From an optimization exercise on the open Yosys and OpenROAD flow, aimed at small area and a short achievable clock period; shortcuts taken in it are not production practice.
Function was checked by simulation only, so behaviour that the tests miss may differ from the original.
Power is estimated from default activity; no workload was simulated.

==> inputs of v14 <==
// riscv_core
module riscv_core(
    input clk,
    input reset,
    output [31:0] imem_addr,
    input [31:0] imem_rdata0,
    input [31:0] imem_rdata1,
    output [31:0] dmem_addr,
    output [31:0] dmem_wdata,
    output [3:0] dmem_op,
    input [31:0] dmem_rdata,
    output wb_en,
    output [4:0] wb_rd,
    output [31:0] wb_data
    );
export LEC_CHECK = 0
export CAP_MARGIN = 20
export CORE_MARGIN = 2
export CORE_UTILIZATION = 40
export CTS_BUF_LIST = sky130_fd_sc_hd__clkbuf_4 sky130_fd_sc_hd__clkbuf_8
export CTS_CLUSTER_DIAMETER = 80
export CTS_CLUSTER_SIZE = 16
export PLACE_DENSITY = 0.6
export SLEW_MARGIN = 20
create_clock -name core_clock -period 15.0 [get_ports {clk}]
standard.sh (not shown) runs the stock make flow with config.mk's settings and CLKGATE_MAP_FILE= SYNTH_SCRIPT=/design/flow/synth_recipe.tcl, a recipe that flattens the netlist after the stock synthesis.
==> flow/flow/run.sh <==
#!/bin/bash
set -uo pipefail
bash standard.sh SETUP_SLACK_MARGIN=10.4 "BUFFER_PORTS_ARGS=-buffer_cell sky130_fd_sc_hd__buf_2" finish > standard_flow.log 2>&1
==> v37: changes against v14 <==
--- a/flow/design.v
+++ b/flow/design.v
@@ -99,17 +99,21 @@
     reg  [1:0]  bpVal;
     reg  [1:0]  bpt [0:127];
     wire [15:0] lo16 = pc[1] ? imem_rdata0[31:16] : imem_rdata0[15:0];
     wire [15:0] hi16 = pc[1] ? imem_rdata1[15:0]  : imem_rdata0[31:16];
     wire        cF   = (lo16[1:0] != 2'b11);
     wire [29:0] pcIncF   = pc[31:2] + 30'd1;
     wire [31:0] pcPlusF  = {(cF & ~pc[1]) ? pc[31:2] : pcIncF, cF ^ pc[1], pc[0]};
-    wire [31:0] expF;
-    rvc_expand u_exp (.h(lo16), .o(expF));
-    wire [31:0] instF = cF ? expF : {hi16, lo16};
+    wire [31:0] expLo, expHi;
+    rvc_expand u_expLo (.h(imem_rdata0[15:0]),  .o(expLo));
+    rvc_expand u_expHi (.h(imem_rdata0[31:16]), .o(expHi));
+    wire        cLo = (imem_rdata0[1:0] != 2'b11);
+    wire        cHi = (imem_rdata0[17:16] != 2'b11);
+    wire [31:0] instF = pc[1] ? (cHi ? expHi : {imem_rdata1[15:0], imem_rdata0[31:16]})
+                              : (cLo ? expLo : imem_rdata0);
     wire [31:0] iD = rawD;
     wire [6:0]  op  = iD[6:0];
     wire [2:0]  f3  = iD[14:12];
     wire        f7  = iD[30];
     wire [4:0]  rs1D = iD[19:15];
     wire [4:0]  rs2D = iD[24:20];
     wire [4:0]  rdD  = iD[11:7];
==> summary of the runs <==
- In register-to-register slack, v37 and v14 hardly differ.
- Power: v14 is smaller than v37 (about 1.7%).
- In v37 the first-iteration DRC count is smaller than in v14, by 13%.
- Sequential power: v14 is smaller than v37 (about 3%).
- Between v14 and v37, the lower final area is in v14 (gap 1.5%, measured against v37).
- Global-route usage is about the same in v37 and v14.
- In clock power, v14 and v37 hardly differ.
==> figures <==
| metric | v37 | v14 |
|---|---|---|
| Result of the run | no timing/DRC/antenna violations | no timing/DRC/antenna violations |
| Power attributed to combinational cells | 7.04 mW | 6.99 mW |
| M1 WL | 139.6 mm | 137.8 mm |
| Initial standard-cell utilization of the core | 40.28% | 40.13% |
| Total wirelength of the detailed-routed design | 402.0 mm | 394.8 mm |
| Well tap count | 2688 | 2672 |
| Power Clock | 2.60 mW | 2.57 mW |
| Filler instances | 18879 | 18586 |
| Reported net switching power | 7.325 mW | 7.180 mW |
| Ratio of routed vias to standard cells | 7.118 | 7.095 |
| Post-Route Skew | 0.09978 ns | 0.08561 ns |
| Peak ir drop on the vdd network | 157.7 uV | 198.2 uV |
| Fin crit period | 4.656 ns | 4.628 ns |
| Met2 wire len | 166.5 mm | 161.0 mm |
| Clock-cell share of area | 2.578% | 2.578% |

========
==> trial 9: inputs <==
Starting RTL as in the previous note.
clock: 15.0 ns
lec_check: 0
cap_margin: 30
core_margin: 2
core_utilization: 40
cts_buf_list: sky130_fd_sc_hd__clkbuf_4 sky130_fd_sc_hd__clkbuf_8
cts_cluster_diameter: 70
cts_cluster_size: 14
place_density: 0.6
slew_margin: 20
==> flow/flow/run.sh <==
#!/bin/bash
set -uo pipefail
bash standard.sh SETUP_SLACK_MARGIN=10.3 "BUFFER_PORTS_ARGS=-buffer_cell sky130_fd_sc_hd__buf_2" finish > standard_flow.log 2>&1
==> inputs of build 70, as changes to trial 9 <==
==> flow/flow/run.sh (replaced) <==
#!/bin/bash
set -uo pipefail
bash standard.sh SETUP_SLACK_MARGIN=10.4 "BUFFER_PORTS_ARGS=-buffer_cell sky130_fd_sc_hd__buf_2" finish > standard_flow.log 2>&1
==> results.txt <==
| item | trial 9 | build 70 |
|---|---|---|
| Run status | finished clean | finished clean |
| Post-detailed-placement half-perimeter wirelength | 236 mm | 235 mm |
| Drt via density | 7.08 | 7.10 |
| Global-route wire length before repair | 527 mm | 533 mm |
| All-layer global routing usage | 0.367 | 0.370 |
| Final standard cell count with taps included and fillers excluded | 10035 | 10104 |
| Antenna cell count | 22 | 17 |
| Peak Freq | 209 MHz | 215 MHz |
| Share of cells above drive strength 1 | 0.168 | 0.183 |
| Power in sequential cells | 7.21 mW | 7.12 mW |
| Sequential cell fraction of total power | 0.427 | 0.418 |
| Largest net degree at the start of global routing | 96 | 82 |
| Clock buffer count | 193 | 192 |
| Headroom to the max-slew limit | 0.217 | 0.248 |
| Last element of the critical path | aluM[0] | brSelE[4] |
| Met1 Resource Use GR | 0.472 | 0.463 |
| Clock transition time at the flip-flop clock pins of the worst setup and hold paths | 100 ps | 90 ps |

==> what the ideal ports hide <==
In the flow no input, the clock included, has a driving cell. The finished layouts below were timed again as built, in two steps. Step 1 assumes that a clkbuf_16 drives the clock port and a buf_2 every other input. Step 2 moves the port delays by t, midway between the first and last clock arrival at a register: inputs arrive t later, outputs are due t later. That takes back most of the time a late clock gives input paths. a / b / c = ideal ports / drivers / drivers and shift; a / b = the first two.
run | shift t [ns] | setup slack, ns | hold slack, ns | worst setup path at the end | clock arrival spread, ns
v14 | 1.065 | 10.372 / 10.284 / 9.381 | 0.368 / 0.368 / 0.368 | input to register | 0.086 / 0.086
v37 | 1.028 | 10.344 / 10.251 / 9.437 | 0.368 / 0.368 / 0.368 | input to register | 0.139 / 0.139
trial 9 | 1.042 | 10.215 / 10.215 / 9.303 | 0.364 / 0.364 / 0.364 | input to register | 0.099 / 0.099
build 70 | 1.060 | 10.356 / 10.273 / 9.407 | 0.359 / 0.359 / 0.359 | input to register | 0.067 / 0.067
After both steps every run listed still meets setup and hold. The setup slack of v14, which loses most, moves by -0.088 ns with the drivers and by -0.991 ns with both steps.
